This design comes from an exercise in tuning for small area on the open sky130 flow, not from production work. The RTL was checked by simulation tests, not by an equivalence proof against the original design. No activity file was given, so power comes from the tool's default toggle rates.

<file path="run.sh">
#!/bin/bash
# synth_recipe.tcl (not shown) runs the flow's synth.tcl, then flattens the netlist and writes it again
# the make line also repeats each setting of config.mk as NAME=value (left out here)
make -C /OpenROAD-flow-scripts/flow DESIGN_CONFIG=/design/flow/config.mk WORK_HOME=/design/flow/orfs CLKGATE_MAP_FILE= SYNTH_SCRIPT=/design/flow/synth_recipe.tcl finish
</file>
<file path="constraint.sdc">
create_clock -name core_clock -period 20.0 [get_ports {clk}]
set_input_delay 4.0000 -clock core_clock [delete_from_list [all_inputs] [get_ports {clk}]]
set_output_delay 4.0000 -clock core_clock [all_outputs]
set_load 0.01 [all_outputs]
</file>
<file path="design.v">
module vga_char_86x32 #(
    parameter VGA_CLK_DIV = 1
)(
	input  logic         clk, rst_n,
	output logic         hsync, vsync,
	output logic         red, green, blue,
    output logic         req,
    output logic [ 6:0]  reqx,
    output logic [ 4:0]  reqy,
    input  logic [ 6:0]  ascii
);
localparam  H_END           =                 10'd688,
            H_BRSTART       = H_END         + 10'd4  ,
            H_BREND         = H_BRSTART     + 10'd30 ,
            H_SYNCSTART     = H_BREND       + 10'd25 ,
            H_SYNCEND       = H_SYNCSTART   + 10'd128,
            H_BLSTART       = H_SYNCEND     + 10'd89 ,
            H_BLEND         = H_BLSTART     + 10'd30 ,
            H_PERIOD        = H_BLEND       + 10'd4  ,
            V_END           =                 10'd512,
            V_BRSTART       = V_END         + 10'd4  ,
            V_BREND         = V_BRSTART     + 10'd30 ,
            V_SYNCSTART     = V_BREND       + 10'd38 ,
            V_SYNCEND       = V_SYNCSTART   + 10'd4  ,
            V_BLSTART       = V_SYNCEND     + 10'd66 ,
            V_BLEND         = V_BLSTART     + 10'd30 ,
            V_PERIOD        = V_BLEND       + 10'd4  ;
logic [3:0] rlp, clp, hsp, vsp;
logic vlbr, vgbl, vlbl, vgbr, hlbr, hgbl, hlbl, hgbr;
logic vir, hir, vbr, hbr, vbl, hbl, hb, vb, border;
logic [9:0] cnt, hcnt, vcnt;
logic req1, req2;
logic [6:0] ascii_bufferout, ascii_latch, ascii_to_rom;
logic [7:0] rom_data;
logic [6:0] x_h, x_h1, x_h2;
logic [5:0] y_h;
logic [2:0] x_l, x_l1, x_l2, x_l3, x_l4;
logic [3:0] y_l, y_l1, y_l2, y_l3;
assign {x_h, x_l} = hcnt;
assign {y_h, y_l} = vcnt;
always @ (posedge clk)
    if(~rst_n) begin
        vlbr<= 1'b0;
        vgbl<= 1'b0;
        vlbl<= 1'b0;
        vgbr<= 1'b0;
        hlbr<= 1'b0;
        hgbl<= 1'b0;
        hlbl<= 1'b0;
        hgbr<= 1'b0;
        vir <= 1'b0;
        hir <= 1'b0;
        vbr <= 1'b0;
        hbr <= 1'b0;
        vbl <= 1'b0;
        hbl <= 1'b0;
        hb  <= 1'b0;
        vb  <= 1'b0;
        border <= 1'b0;
    end else begin
        vlbr<= vcnt <  V_BREND  ;
        vgbl<= vcnt >= V_BLSTART;
        vlbl<= vcnt <  V_BLEND  ;
        vgbr<= vcnt >= V_BRSTART;
        hlbr<= hcnt <  H_BREND  ;
        hgbl<= hcnt >= H_BLSTART;
        hlbl<= hcnt <  H_BLEND;
        hgbr<= hcnt >= H_BRSTART;
        vir <= vlbr | vgbl;
        hir <= hlbr | hgbl;
        vbr <= vgbr & vlbr;
        hbr <= hgbr & hlbr;
        vbl <= vgbl & vlbl;
        hbl <= hgbl & hlbl;
        hb  <= (hbr | hbl) & vir;
        vb  <= (vbr | vbl) & hir;
        border <= hb | vb;
    end
always @ (posedge clk or negedge rst_n)
    if(~rst_n) begin
        cnt  <= 10'h0;
        hcnt <= 10'h0;
        vcnt <= 10'h0;
    end else begin
        cnt <= (cnt<(VGA_CLK_DIV-1)) ? cnt + 10'h1 : 10'h0;
        if(cnt==10'h0) begin
            if(hcnt < H_PERIOD) begin
                hcnt <= hcnt + 10'h1;
            end else begin
                hcnt <= 10'h0;
                vcnt <= (vcnt<V_PERIOD) ? vcnt + 10'h1 : 10'h0;
            end
        end
    end
always @ (posedge clk or negedge rst_n)
    if(~rst_n) begin
        req <= 1'b0;
        req1<= 1'b0;
        req2<= 1'b0;
    end else begin
        req <= cnt==10'h0 && hcnt<H_END && vcnt<V_END && x_l==3'h0 && y_l==4'h0;
        req1<= req;
        req2<= req1;
    end
always @ (posedge clk or negedge rst_n)
    if(~rst_n) begin
        clp <= 4'h0;
        rlp <= 4'h0;
        hsp <= 4'h0;
        vsp <= 4'h0;
    end else begin
        clp <= {clp[2:0], ( cnt==10'h0 ) };
        rlp <= {rlp[2:0], ( hcnt<H_END && vcnt<V_END ) };
        hsp <= {hsp[2:0], ( hcnt>=H_SYNCSTART && hcnt<H_SYNCEND ) };
        vsp <= {vsp[2:0], ( vcnt>=V_SYNCSTART && vcnt<V_SYNCEND ) };
    end
always @ (posedge clk or negedge rst_n)
    if(~rst_n) begin
        {reqy, reqx} <= '0;
    end else begin
        if( cnt==10'h0 && hcnt<H_END && vcnt<V_END ) begin
            {reqy, reqx} <= {y_h[4:0],x_h};
        end else begin
            {reqy, reqx} <= '0;
        end
    end
always @ (posedge clk or negedge rst_n)
    if(~rst_n)
        {x_l1, y_l1, x_l2, y_l2, x_l3, y_l3, x_l4, x_h1, x_h2} <= 38'h0;
    else
        {x_l1, y_l1, x_l2, y_l2, x_l3, y_l3, x_l4, x_h1, x_h2} <= {x_l, y_l, x_l1, y_l1, x_l2, y_l2, x_l3, x_h, x_h1};
always @ (posedge clk or negedge rst_n)
    if(~rst_n) begin
        hsync <= 1'b0;
        vsync <= 1'b0;
        {red,green,blue} <= 3'h0;
    end else begin
        if(clp[3]) begin
            hsync <= ~hsp[3];
            vsync <= ~vsp[3];
            if(rlp[3])
                {red,green,blue} <= {3{rom_data[x_l4]}};
            else if(border)
                {red,green,blue} <= 3'b100;
            else
                {red,green,blue} <= 3'b000;
        end
    end
always @ (posedge clk or negedge rst_n)
    if(~rst_n)
        ascii_latch <= 6'h0;
    else begin
        ascii_latch <= req1 ? ascii : 6'h0;
    end
assign ascii_to_rom = req2 ? ascii_latch : ascii_bufferout;
ram128B vga_line_buffer_i(             
    .clk        (  clk                 ),
    .i_we       (  req1                ),
    .i_addr     (  x_h2                ),
    .i_wdata    (  ascii               ),
    .o_rdata    (  ascii_bufferout     )
);
char8x16_rom char_8x16_rom_i(
    .clk        ( clk                  ),
    .addr       ( {ascii_to_rom, y_l3} ),
    .data       ( rom_data             )
);
endmodule
module ram128B(             
    input  logic        clk,
    input  logic        i_we,
    input  logic [ 6:0] i_addr,
    input  logic [ 6:0] i_wdata,
    output logic [ 6:0] o_rdata
);
logic [6:0] data_ram_cell [0:127];
always @ (posedge clk)
    o_rdata <= data_ram_cell[i_addr];
always @ (posedge clk)
    if(i_we) 
        data_ram_cell[i_addr] <= i_wdata;
endmodule
module char8x16_rom(
    input  logic        clk,
    input  logic [10:0] addr,
    output logic [ 7:0] data
);
logic [7:0] rom_cell [0:2047];
initial $readmemh("font8x16.hex", rom_cell);
always @ (posedge clk)
    data <= rom_cell[addr];
endmodule
</file>
<file path="font8x16.hex">
00
00
00
00
00
00
00
00
00
00
00
00
00
00
00
00
00
00
00
00
00
00
00
00
00
00
00
00
00
00
00
00
00
00
00
00
00
00
00
00
00
00
00
00
00
00
00
00
00
00
00
00
00
00
00
00
00
00
00
00
00
00
00
00
00
00
00
00
00
00
00
00
00
00
00
00
00
00
00
00
00
00
00
00
00
00
00
00
00
00
00
00
00
00
00
00
00
00
00
00
00
00
00
00
00
00
00
00
00
00
00
00
00
00
00
00
00
00
00
00
00
00
00
00
00
00
00
00
00
00
00
00
00
00
00
00
00
00
00
00
00
00
00
00
00
00
00
00
00
00
00
00
00
00
00
00
00
00
00
00
00
00
00
00
00
00
00
00
00
00
00
00
00
00
00
00
00
00
00
00
00
00
00
00
00
00
00
00
00
00
00
00
00
00
00
00
00
00
00
00
00
00
00
00
00
00
00
00
00
00
00
00
00
00
00
00
00
00
00
00
00
00
00
00
00
00
00
00
00
00
00
00
00
00
00
00
00
00
00
00
00
00
00
00
00
00
00
00
00
00
00
00
00
00
00
00
00
00
00
00
00
00
00
00
00
00
00
00
00
00
00
00
00
00
00
00
00
00
00
00
00
00
00
00
00
00
00
00
00
00
00
00
00
00
00
00
00
00
00
00
00
00
00
00
00
00
00
00
00
00
00
00
00
00
00
00
00
00
00
00
00
00
00
00
00
00
00
00
00
00
00
00
00
00
00
00
00
00
00
00
00
00
00
00
00
00
00
00
00
00
00
00
00
00
00
00
00
00
00
00
00
00
00
00
00
00
00
00
00
00
00
00
00
00
00
00
00
00
00
00
00
00
00
00
00
00
00
00
00
00
00
00
00
00
00
00
00
00
00
00
00
00
00
00
00
00
00
00
00
00
00
00
00
00
00
00
00
00
00
00
00
00
00
00
00
00
00
00
00
00
00
00
00
00
00
00
00
00
00
00
00
00
00
00
00
00
00
00
00
00
00
00
00
00
00
00
00
00
00
00
00
00
00
00
00
00
00
00
00
00
00
00
00
00
00
00
00
00
00
00
00
00
00
00
00
00
00
00
00
00
00
00
00
00
00
00
00
00
00
00
00
00
00
00
00
00
00
00
00
00
00
00
00
00
00
00
00
00
00
00
00
00
00
00
00
00
00
00
00
00
00
18
18
18
18
18
18
10
00
10
18
00
00
00
00
00
00
2c
24
24
24
00
00
00
00
00
00
00
00
00
00
00
00
00
68
24
fe
24
24
24
7e
24
24
00
00
00
00
00
00
10
7c
16
12
16
38
68
48
48
3e
08
08
00
00
00
00
86
4b
69
2e
10
08
68
94
92
63
00
00
00
00
00
00
00
3c
26
26
1c
4e
52
73
62
fe
00
00
00
00
00
00
18
18
18
18
00
00
00
00
00
00
00
00
00
00
00
00
20
10
18
08
0c
0c
0c
0c
08
08
18
30
20
00
00
00
04
08
10
10
30
20
20
20
30
10
18
08
04
00
00
00
10
50
2c
38
56
10
00
00
00
00
00
00
00
00
00
00
00
00
00
18
18
18
fe
18
18
18
00
00
00
00
00
00
00
00
00
00
00
00
00
00
18
18
10
0c
00
00
00
00
00
00
00
00
00
00
3c
00
00
00
00
00
00
00
00
00
00
00
00
00
00
00
00
00
18
18
00
00
00
00
00
00
40
60
20
30
10
10
08
08
04
04
02
00
00
00
00
00
00
3c
66
42
e2
da
ce
42
66
3c
00
00
00
00
00
00
00
18
1e
12
10
10
10
10
10
7e
00
00
00
00
00
00
00
3c
62
60
60
20
10
08
04
7e
00
00
00
00
00
00
00
3e
60
60
20
3c
40
40
60
3e
00
00
00
00
00
00
00
30
38
28
24
26
22
ff
20
20
00
00
00
00
00
00
00
7e
06
06
06
7e
40
40
60
3e
00
00
00
00
00
00
00
78
0c
06
12
6e
42
42
46
3c
00
00
00
00
00
00
00
7e
40
60
20
30
10
18
08
0c
00
00
00
00
00
00
00
3c
46
42
6c
38
66
42
42
3c
00
00
00
00
00
00
00
3c
66
42
42
66
58
40
20
1e
00
00
00
00
00
00
00
00
00
18
18
00
00
00
18
18
00
00
00
00
00
00
00
00
00
18
18
00
00
00
18
18
10
0c
00
00
00
00
00
00
00
20
18
0c
06
08
30
60
00
00
00
00
00
00
00
00
00
00
00
7e
00
7e
00
00
00
00
00
00
00
00
00
00
00
0c
18
20
60
30
08
04
00
00
00
00
00
00
0c
38
60
60
60
18
08
00
08
08
00
00
00
00
00
00
38
44
82
82
bb
ad
a5
a5
f5
29
03
02
3c
00
00
00
00
18
38
2c
24
64
46
7e
c2
83
00
00
00
00
00
00
00
3e
62
42
62
3e
42
42
42
3e
00
00
00
00
00
00
00
78
04
02
02
02
02
02
06
7c
00
00
00
00
00
00
00
3e
62
42
c2
c2
c2
42
62
1e
00
00
00
00
00
00
00
7e
06
06
06
7e
06
06
06
7e
00
00
00
00
00
00
00
7e
06
06
06
7e
06
06
06
06
00
00
00
00
00
00
00
78
06
02
02
73
42
42
46
7c
00
00
00
00
00
00
00
42
42
42
42
7e
42
42
42
42
00
00
00
00
00
00
00
7e
18
18
18
18
18
18
18
7e
00
00
00
00
00
00
00
3e
20
20
20
20
20
20
22
1e
00
00
00
00
00
00
00
42
22
12
0a
0e
1a
32
22
42
00
00
00
00
00
00
00
04
04
04
04
04
04
04
04
7c
00
00
00
00
00
00
00
46
66
e6
fa
da
da
83
83
83
00
00
00
00
00
00
00
46
46
4e
4a
5a
52
72
62
62
00
00
00
00
00
00
00
3c
46
c2
c3
c3
c3
c2
46
3c
00
00
00
00
00
00
00
3e
62
42
42
62
1e
02
02
02
00
00
00
00
00
00
00
3c
46
c2
c3
c3
c3
c2
46
3c
18
f0
00
00
00
00
00
3e
66
46
66
3e
36
26
66
46
00
00
00
00
00
00
00
7c
06
02
06
38
60
40
40
3e
00
00
00
00
00
00
00
fe
18
18
18
18
18
18
18
18
00
00
00
00
00
00
00
42
42
42
42
42
42
42
46
3c
00
00
00
00
00
00
00
83
c2
42
46
64
24
2c
38
18
00
00
00
00
00
00
00
83
83
82
92
da
da
6e
66
66
00
00
00
00
00
00
00
c2
66
2c
18
18
38
24
66
c3
00
00
00
00
00
00
00
83
42
66
2c
38
18
18
18
18
00
00
00
00
00
00
00
7e
40
20
30
18
08
04
06
7e
00
00
00
00
00
00
38
08
08
08
08
08
08
08
08
08
08
08
38
00
00
00
02
04
04
08
08
10
10
30
20
60
40
00
00
00
00
00
3c
30
30
30
30
30
30
30
30
30
30
30
3c
00
00
00
00
18
38
24
46
00
00
00
00
00
00
00
00
00
00
00
00
00
00
00
00
00
00
00
00
00
00
00
ff
00
00
00
04
08
00
00
00
00
00
00
00
00
00
00
00
00
00
00
00
00
00
3c
60
40
7c
42
62
5e
00
00
00
00
00
00
02
02
02
3a
46
42
42
42
42
3e
00
00
00
00
00
00
00
00
00
78
04
06
02
06
04
7c
00
00
00
00
00
00
40
40
40
7c
46
42
42
42
66
5c
00
00
00
00
00
00
00
00
00
3c
46
42
7e
02
06
7c
00
00
00
00
00
00
f0
18
08
08
7e
08
08
08
08
08
00
00
00
00
00
00
00
00
00
fc
66
42
66
1a
02
7c
c2
42
3c
00
00
00
02
02
02
3a
46
42
42
42
42
42
00
00
00
00
00
00
18
18
00
1e
10
10
10
10
10
7e
00
00
00
00
00
00
20
30
00
3e
20
20
20
20
20
20
20
30
1e
00
00
00
06
06
06
46
36
1e
0e
16
26
46
00
00
00
00
00
00
1e
10
10
10
10
10
10
10
10
7e
00
00
00
00
00
00
00
00
00
6e
d2
d2
d2
d2
d2
d2
00
00
00
00
00
00
00
00
00
3a
46
42
42
42
42
42
00
00
00
00
00
00
00
00
00
3c
46
42
c2
42
46
3c
00
00
00
00
00
00
00
00
00
3a
46
42
42
42
42
3e
02
02
02
00
00
00
00
00
00
7c
46
42
42
42
66
5c
40
40
40
00
00
00
00
00
00
76
4e
c6
06
06
06
06
00
00
00
00
00
00
00
00
00
7c
04
04
3c
60
40
3e
00
00
00
00
00
00
00
08
08
7f
08
08
08
08
08
78
00
00
00
00
00
00
00
00
00
42
42
42
42
42
66
5c
00
00
00
00
00
00
00
00
00
c2
42
66
24
2c
18
18
00
00
00
00
00
00
00
00
00
83
83
da
5a
7a
66
66
00
00
00
00
00
00
00
00
00
46
64
38
18
38
64
46
00
00
00
00
00
00
00
00
00
c2
42
66
24
2c
38
18
18
0c
07
00
00
00
00
00
00
7e
60
30
18
08
04
7e
00
00
00
00
00
00
70
18
08
08
08
0c
0e
08
08
08
08
18
70
00
00
10
10
10
10
10
10
10
10
10
10
10
10
10
10
00
00
00
0c
18
10
10
10
30
70
10
10
10
10
18
0c
00
00
00
00
00
00
00
00
8e
d2
60
00
00
00
00
00
00
00
00
00
00
00
00
00
00
00
00
00
00
00
00
00
</file>
<file path="config.mk">
export PLATFORM = sky130hd
export DESIGN_NAME = vga_char_86x32
export DESIGN_NICKNAME = vga_char_86x32
export VERILOG_FILES = /design/flow/design.v
export SDC_FILE = /design/flow/constraint.sdc
export NUM_CORES = 4
export LEC_CHECK = 0
export CAP_MARGIN = 20
export CORE_MARGIN = 2
export CORE_UTILIZATION = 40
export SLEW_MARGIN = 20
export SYNTH_MEMORY_MAX_BITS = 32768
</file>
==> results of run 1 <==
-- synth_stat cells (all sizes together) (33+ instances only) --
| cell type | n |
|---|---|
| a21oi | 139 |
| a221oi | 106 |
| a22o | 90 |
| a22oi | 231 |
| a31oi | 90 |
| buf | 171 |
| clkbuf | 125 |
| dfrtp | 100 |
| edfxtp | 896 |
| mux2 | 33 |
| nand2 | 155 |
| nand3 | 75 |
| nand4 | 42 |
| nor2 | 255 |
| nor3 | 43 |
| o211ai | 51 |
| o21ai | 144 |
-- sequential cells by signal, summed over array words and instances, names as in the netlist, 3 cells and up --
register                         count
vga_line_buffer_i.o_rdata            7
x_l1                                 3
rlp                                  4
vsp                                  4
x_l2                                 3
x_l3                                 3
clp                                  4
hcnt                                10
vcnt                                10
x_l4                                 3
y_l3                                 4
ascii_latch                          7
char_8x16_rom_i.data                 8
vga_line_buffer_i.data_ram_cell    896
hsp                                  4
y_l2                                 4
x_h1                                 7
reqx                                 7
x_h2                                 7
reqy                                 5
y_l1                                 4
-- worst max path at each step --
stage / start / endpoint / slack, ns / cells past startpoint
after floorplan: green$_DFFE_PN0P_ / green / 15.45 / 1
after global placement: rst_n / border$_SDFF_PN0_ / 14.42 / 3
after detailed placement: ascii[2] / vga_line_buffer_i.data_ram_cell[12][2]$_DFFE_PP_ / 14.41 / 2
after CTS: green$_DFFE_PN0P_ / blue / 14.38 / 1
after global routing: green$_DFFE_PN0P_ / green / 14.38 / 1
final: green$_DFFE_PN0P_ / blue / 14.42 / 1
-- cell type report --
class | count | area (µm²) | share of cell area
antenna | 2 | 5.00 | 0.000103
timing repair buffer | 123 | 1020 | 0.0209
clock inverter | 51 | 423 | 0.00868
multi-input combinational | 1923 | 12700 | 0.260
inverter | 24 | 90.1 | 0.00185
clock buffer | 128 | 2700 | 0.0555
tap | 1414 | 1770 | 0.0363
sequential | 1028 | 30100 | 0.617
-- cells by family after synthesis --
kind of cell / count (synthesis) / share of synthesized area
compound gates: 1081 / 0.175
flops: 1028 / 0.682
simple gates: 736 / 0.0806
buf+inv: 320 / 0.0331
mux: 78 / 0.0224
fa+ha+maj: 14 / 0.00397
xor+xnor: 13 / 0.00258
other cells: 1 / 0.0000851
-- power breakdown --
part	switching (mW)	internal, mW
logic	0.0331	0.00299
clock network	0.798	1.02
registers	0.000623	2.33
total	0.832	3.36
-- stage by stage --
step                total power, mW  instance area [µm²]
floorplan                      2.38                44100
global placement               2.41                45600
detailed placement             2.42                45600
CTS                            4.21                48700
global route                   4.29                48700
finish                         4.19                48700
-- metal layers --
layer | part of all wire | GRT usage | up-vias | wire length [µm]
li1 | - | - | 13000 | -
met1 | 0.39 | 0.372 | 15800 | 60800
met2 | 0.44 | 0.405 | 2246 | 68200
met3 | 0.11 | 0.0616 | 504 | 16800
met4 | 0.057 | 0.128 | 4 | 8740
met5 | 0.00015 | 0 | - | 23
==> summary.md, run 1 <==
| Metric | Value |
|---|---|
| CP Launch Type | register |
| Post-route DRC violation count | 0 |
| Worst hold path startpoint | x_l2[2]$_DFF_PN0_ |
| Routability cong. | 1.06 |
| Worst Path Buf+Inv | 1 |
| Leak | 15.2 nW |
| Seq/Total Area, Yosys | 0.682 |
| Mapped Cells | 3271 |
| Worst Hold Depth | 0 |
| GRT Total Usage | 0.270 |
| Vias/cell | 6.71 |
| First DRT Iteration DRCs | 5394 |
| CTS Buf Count | 100 |
| Post-synth EDFFs | 896 |
| WHS | 0.343 ns |
| Critical path fanouts, max | 3 |
| Placed Cells incl. Taps | 4512 |
| Crit path time final | 5.58 ns |
| P per Cell Area | 85.9 nW/µm² |
| Max cap viols | 0 |
| Worst Setup Slack, final | 14.42 ns |
| Fin Clk Skew | 0.0427 ns |
| Tightest Hold Check Type | register to register |
| Worst vdd ir | 76.2 µV |
| DRT antenna net count | 0 |
| Reg-to-reg slack, setup | 15.28 ns |
| Post-CTS Setup Inserts | 0 |
| Arrival @ worst endpoint | 1.58 ns |
| Nets | 3223 |
| Initial core utilization | 0.404 |
| TritonCTS clock tree | done |
| Least-Margin Pin Slew | 1.18 ns |
| R2R Path End | vga_line_buffer_i.o_rdata[3]$_DFF_P_ |
| Die area | 113000 µm² |
| Mapped Nets | 3294 |
| Drt pass-1 iters | 6 |
| Clk Latency, worst-skew pair | 0.68 ns |
| Crit path required time | 16.00 ns |
| Root Buffer | clkbuf_16 |
| Post-synth cell types | 87 |
| CP cell instances | clkdlybuf4s50_1 |
| Family with the most delay on the worst path | buffers and inverters |
| Total grt overflow | 0 |
| First-pass GRT wire length | 222000 µm |
| DP Worst Slack | 14.41 ns |
| CTS-repair resized insts | 0 |
| Crit path capture type | output pin |
| Longest Clk Path Bufs | 3 |
| Slew Limit Fails | 0 |
| CP max stage cell | clkdlybuf4s50_1 |
| Vias in the first global route | 29600 |
| Top-level I/O count | 27 |
| Commonest non-fill, non-tap cell in the layout | edfxtp_1 |
| Status | finished clean |
| Synth Warn # | 3 |
| Final hold violations | 0 |
| Ys flop type | edfxtp_1 |
| Die height | 336 µm |
| Seq cells post-synth | 1028 |
| Fillers | 9734 |
| Die X | 336 µm |
| H-tree Lvls | 3 |
| Wirelength per Cell | 32.9 µm |
| Initial antenna violation count | 6 |
| Fmax achieved | 0.179 GHz |
| Port buffer count | 26 |
| Clk pin slew, worst setup/hold paths | 0.06 ns |
| Synth area leaders | edfxtp_1, dfrtp_1, a22oi_1 |
| Leading area contributor after synthesis | edfxtp_1 |
| Setup violators final | 0 |
| Critical Path Max Stage Delay | 0.55 ns |
| Hold Path End | x_l3[2]$_DFF_PN0_ |
| Clock sinks | 1028 |
| Final WL | 155000 µm |
| Relative slew slack | 0.196 |
| Mapped Avg Cell Area | 13.5 µm² |
| Layout cells sized above 1 | 0.0989 |
| Worst R2R Path Depth | 10 |
| Commonest cells after routing, fill and taps aside | edfxtp_1, nor2_1, a22oi_1 |
| Final worst-path cycle share | 0.279 |
| Core ar. | 109000 µm² |
| Crit path kind | register to output pin |
| # rows | 121 |
| Post-CTS Hold Fix Bufs | 0 |
| Final Util | 0.447 |
| Fraction of registers with async set/reset | 0.0973 |
| Largest net degree at the start of global routing | 130 |
| Share of Yosys cell area claimed by the top area cell type | 0.611 |
| Vias | 31500 |
| Mapped Area | 44100 µm² |
| DP HPWL | 93900 µm |
| Final std cells w/o fill | 4693 |
| RSZ-0062 raised after global routing | false |
| Setup TNS | 0 ns |
| Reg2reg start | x_h2[1]$_DFF_PN0_ |
| Area Overhead vs Synth | 10.6% |
==> run 2, diff against run 1 <==
==> design.v (replaced) <==
module vga_char_86x32 #(
    parameter VGA_CLK_DIV = 1
)(
    input  logic         clk, rst_n,
    output logic         hsync, vsync,
    output logic         red, green, blue,
    output logic         req,
    output logic [ 6:0]  reqx,
    output logic [ 4:0]  reqy,
    input  logic [ 6:0]  ascii
);
logic [9:0] h, v;
logic       hold;
always @ (posedge clk or negedge rst_n)
    if (~rst_n) begin
        h    <= 10'd998;
        v    <= 10'd688;
        hold <= 1'b1;
    end else begin
        if (h == 10'd998) begin
            h <= 10'd0;
            v <= (v == 10'd688) ? 10'd0 : v + 10'd1;
        end else
            h <= h + 10'd1;
        if (h == 10'd3) hold <= 1'b0;
    end
wire [6:0] x  = h[9:3];
wire       act = (h < 10'd688) && (v < 10'd512);
assign req  = act && h[2:0] == 3'd0 && v[3:0] == 4'd0;
assign reqx = act ? x      : 7'd0;
assign reqy = act ? v[8:4] : 5'd0;
wire wr = act && h[2:0] == 3'd1 && v[3:0] == 4'd0;
wire ga = x < 7'd37;
wire gb = ~ga && x < 7'd74;
wire gc = ~ga && ~gb && x < 7'd83;
wire gd = ~ga && ~gb && ~gc;
logic [37*7-1:0] ra, rb;
logic [ 9*7-1:0] rc;
logic [ 3*7-1:0] rd;
always @ (posedge clk) begin
    ra <= {ra[36*7-1:0], (wr && ga) ? ascii : ra[37*7-1 -: 7]};
    rb <= {rb[36*7-1:0], (wr && gb) ? ascii : rb[37*7-1 -: 7]};
    rc <= {rc[ 8*7-1:0], (wr && gc) ? ascii : rc[ 9*7-1 -: 7]};
    rd <= {rd[ 2*7-1:0], (wr && gd) ? ascii : rd[ 3*7-1 -: 7]};
end
logic [6:0] ch;
always @ (posedge clk)
    if (h[2:0] == 3'd3)
        ch <= ga ? ra[13:7] : gb ? rb[13:7] : gc ? rc[13:7] : rd[13:7];
logic [7:0] font [0:2047];
initial $readmemh("font8x16.hex", font);
wire [7:0] row = font[{ch, v[3:0]}];
wire pix = row[h[2:0] ^ 3'd4];
wire txt = (h >= 10'd4) && (h < 10'd692) && (v < 10'd512);
wire hs = (h >= 10'd751) && (h < 10'd879);
wire vs = (h >= 10'd4) ? (v >= 10'd584 && v < 10'd588) : (v >= 10'd585 && v < 10'd589);
wire hr = (h >= 10'd696 && h < 10'd726) || (h >= 10'd968 && h < 10'd998);
wire hi = (h < 10'd726) || (h >= 10'd968);
wire vr = (v >= 10'd516 && v < 10'd546) || (v >= 10'd654 && v < 10'd684);
wire vi = (v < 10'd546) || (v >= 10'd654);
wire vr1 = (v >= 10'd517 && v < 10'd547) || (v >= 10'd655 && v < 10'd685);
wire border = (h < 10'd4) ? vr1 : ((hr && vi) || (vr && hi));
assign hsync = ~hold & ~hs;
assign vsync = ~hold & ~vs;
assign green = txt & pix;
assign blue  = txt & pix;
assign red   = (txt & pix) | border;
endmodule
==> summary.md, run 2 <==
| Metric | Value |
|---|---|
| Synth Warn # | 1 |
| Initial core utilization | 0.406 |
| Worst hold path startpoint | rb[3]$_DFF_P_ |
| Slew Limit Fails | 0 |
| Critical path fanouts, max | 64 |
| Drt pass-1 iters | 8 |
| Initial antenna violation count | 2 |
| Seq cells post-synth | 630 |
| WL met2 | 35700 µm |
| Area Overhead vs Synth | 12.5% |
| Vias/cell | 6.30 |
| Final Util | 0.457 |
| Die area | 55600 µm² |
| Seq/Total Area, Yosys | 0.596 |
| Int Power | 1.91 mW |
| DP Worst Slack | 10.62 ns |
| Reg2reg start | v[3]$_DFFE_PN0P_ |
| Share of Yosys cell area claimed by the top area cell type | 0.561 |
| DP HPWL | 60600 µm |
| CP most frequent cell | buf_4 |
| CP Launch Type | register |
| Worst Setup Slack, final | 9.70 ns |
| Status | finished clean |
| Comb power frac | 0.002 |
| WHS | 0.315 ns |
| P per Cell Area | 97.7 nW/µm² |
| Mapped Area | 21500 µm² |
| # rows | 84 |
| Synth area leaders | dfxtp_1, o21ai_0, a21oi_1 |
| Fmax achieved | 0.0971 GHz |
| Vias | 17000 |
| Setup TNS | 0 ns |
| Largest net degree at the start of global routing | 102 |
| Die X | 236 µm |
| Clock sinks | 630 |
| Crit path required time | 16.00 ns |
| CP cell instances | buf_4 > buf_4 > and2_0 > a2111oi_0 > buf_4 > a211oi_1 > o311ai_0 > nor4bb_1 > a31oi_1 > o21a_1 > a32oi_1 > clkdlybuf4s50_1 |
| Longest Clk Path Bufs | 3 |
| Hold Path End | rb[10]$_DFF_P_ |
| Max cap viols | 0 |
| Worst vdd ir | 89.4 µV |
| Worst Hold Depth | 0 |
| Post-route DRC violation count | 0 |
| Met3 WL | 10400 µm |
| First DRT Iteration DRCs | 2222 |
| GRT Total Usage | 0.317 |
| Die height | 236 µm |
| DRT antenna net count | 0 |
| H-tree Lvls | 2 |
| Count leader, synth | dfxtp_1 |
| Commonest cells after routing, fill and taps aside | dfxtp_1, nand2_1, a21oi_1, o21ai_0, nor2_1 |
| Mapped Nets | 2035 |
| Relative slew slack | 0.175 |
| Post-CTS Hold Fix Bufs | 0 |
| Synth cell count leaders | dfxtp_1, nand2_1, o21ai_0 |
| Critical Path Max Stage Delay | 0.80 ns |
| Vias in the first global route | 16400 |
| Ys flop type | dfxtp_1 |
| Post-synth EDFFs | 7 |
| Clk pwr share | 0.463 |
| Fraction of registers with async set/reset | 0.0333 |
| R2R Path End | ra[3]$_DFF_P_ |
| Arrival @ worst endpoint | 6.30 ns |
| Top-level I/O count | 27 |
| First-pass GRT wire length | 126000 µm |
| Mapped Cells | 2005 |
| Leak | 9.24 nW |
| Post-synth cell types | 95 |
| Crit path kind | register to output pin |
| Fin Clk Skew | 0.0260 ns |
| Total grt overflow | 0 |
| Layout cells sized above 1 | 0.126 |
| CP max stage cell | dfrtp_4 |
| Crit path time final | 10.30 ns |
| Mapped Avg Cell Area | 10.7 µm² |
| Worst R2R Path Depth | 8 |
| WL met1 | 38000 µm |
| Setup violators final | 0 |
| Core ar. | 52900 µm² |
| CTS-repair resized insts | 0 |
| Largest regs | ra x259, rb x259, rc x63 |
| Routability cong. | 1.05 |
| Wirelength per Cell | 33.3 µm |
| Nets | 1999 |
| Root Buffer | clkbuf_16 |
| Post-CTS Setup Inserts | 0 |
| Switching Fraction | 0.189 |
| Least-Margin Pin Slew | 1.23 ns |
| Crit path capture type | output pin |
| CTS Buf Count | 54 |
| Final worst-path cycle share | 0.515 |
| Final WL | 90000 µm |
| Clk Latency, worst-skew pair | 0.60 ns |
| Clk pin slew, worst setup/hold paths | 0.07 ns |
| Port buffer count | 26 |
| DR top layer | met5 |
| Reg-to-reg slack, setup | 15.98 ns |
| TritonCTS clock tree | done |
| Final hold violations | 0 |
| Reg power frac | 0.535 |
| Tightest Hold Check Type | register to register |
| Leading area contributor after synthesis | dfxtp_1 |
| Switch Pwr | 0.445 mW |
| Fillers | 4940 |
| RSZ-0062 raised after global routing | false |
| Commonest non-fill, non-tap cell in the layout | dfxtp_1 |
[run 2: cell families after synthesis]
kind of cell               Yosys count  share of synthesized area
and+or+nand+nor                    539                      0.135
DFF                                630                      0.596
AOI/OAI and AO/OA                  560                      0.183
muxes                               43                     0.0232
xor gates and xnor gates            12                    0.00489
adders and majority gates           21                     0.0122
buffers and inverters              200                     0.0457
[run 2: critical path: cells and delay by family (launching register included)]
family	cells	cell delay, ns
compound gates	6	1.50
buf+inv	4	2.13
flops	1	0.80
simple gates	2	1.16
[run 2: layer usage]
layer / vias to the layer above / track usage
met4: 2 / 0.177
li1: 7229 / -
met5: - / 0
met3: 347 / 0.107
met2: 1143 / 0.440
met1: 8308 / 0.430
[run 2: final cells by class]
class | instances | area (µm²) | share of cell area
diodes | 4 | 10.0 | 0.000414
clock buffers | 71 | 1500 | 0.0619
well taps | 688 | 861 | 0.0356
inverters | 23 | 86.3 | 0.00357
flip-flops and latches | 630 | 12800 | 0.530
repair buffers | 85 | 723 | 0.0299
clock inverters | 29 | 437 | 0.0181
multi-input cells | 1175 | 7730 | 0.320
[run 2: stage by stage]
stage / instances / power [mW] / instance area (µm²)
5_1_grt: 2701 / 2.44 / 24100
3_5_place_dp: 2601 / 1.30 / 22200
2_1_floorplan: 2005 / 1.29 / 21500
3_3_place_gp: 2601 / 1.29 / 22200
4_1_cts: 2701 / 2.39 / 24100
6_report: 2705 / 2.36 / 24200
[run 2: worst max-delay path by stage]
| stage | from | endpoint | slack, ns | cells after the start |
|---|---|---|---|---|
| floorplan | v[2]$_DFFE_PN0P_ | green | 12.51 | 15 |
| global placement | v[3]$_DFFE_PN0P_ | blue | 10.52 | 12 |
| detailed placement | v[3]$_DFFE_PN0P_ | blue | 10.62 | 12 |
| CTS | v[3]$_DFFE_PN0P_ | blue | 9.95 | 12 |
| global route | v[1]$_DFFE_PN0P_ | blue | 9.69 | 13 |
| finish | v[3]$_DFFE_PN0P_ | red | 9.70 | 12 |
[run 2: power groups by stage]
| stage | logic (mW) | registers, mW | clock network [mW] |
|---|---|---|---|
| detailed placement | 0.00458 | 1.29 | 0 |
| global route | 0.00463 | 1.26 | 1.17 |
| finish | 0.00434 | 1.26 | 1.09 |
| floorplan | 0.000633 | 1.29 | 0 |
| global placement | 0.00442 | 1.29 | 0 |
| CTS | 0.00462 | 1.26 | 1.12 |

==> what the ideal ports hide <==
The flow's constraints put no driver on any port. The routed layouts listed below were extracted and timed again, unchanged, in two steps. Step 1, drivers: a clkbuf_16 drives clk and a buf_2 each remaining input, both assumed. Step 2 also shifts input and output timing later by t, the mid clock arrival at the registers, as if the neighbouring blocks saw the same clock. Slacks: ideal ports / drivers / drivers and shift; pairs: ideal ports / drivers.
run	t, ns	slack for setup (ns)	worst register clock-pin slew, ns
run 1	0.725	14.424 / 14.353 / 14.382	0.07 / 0.07
run 2	0.642	9.700 / 9.643 / 10.285	0.07 / 0.07
After both steps every run listed still meets setup and hold. For run 1, which loses most, drivers alone change the setup slack by -0.071 ns; drivers and shift together by -0.042 ns.
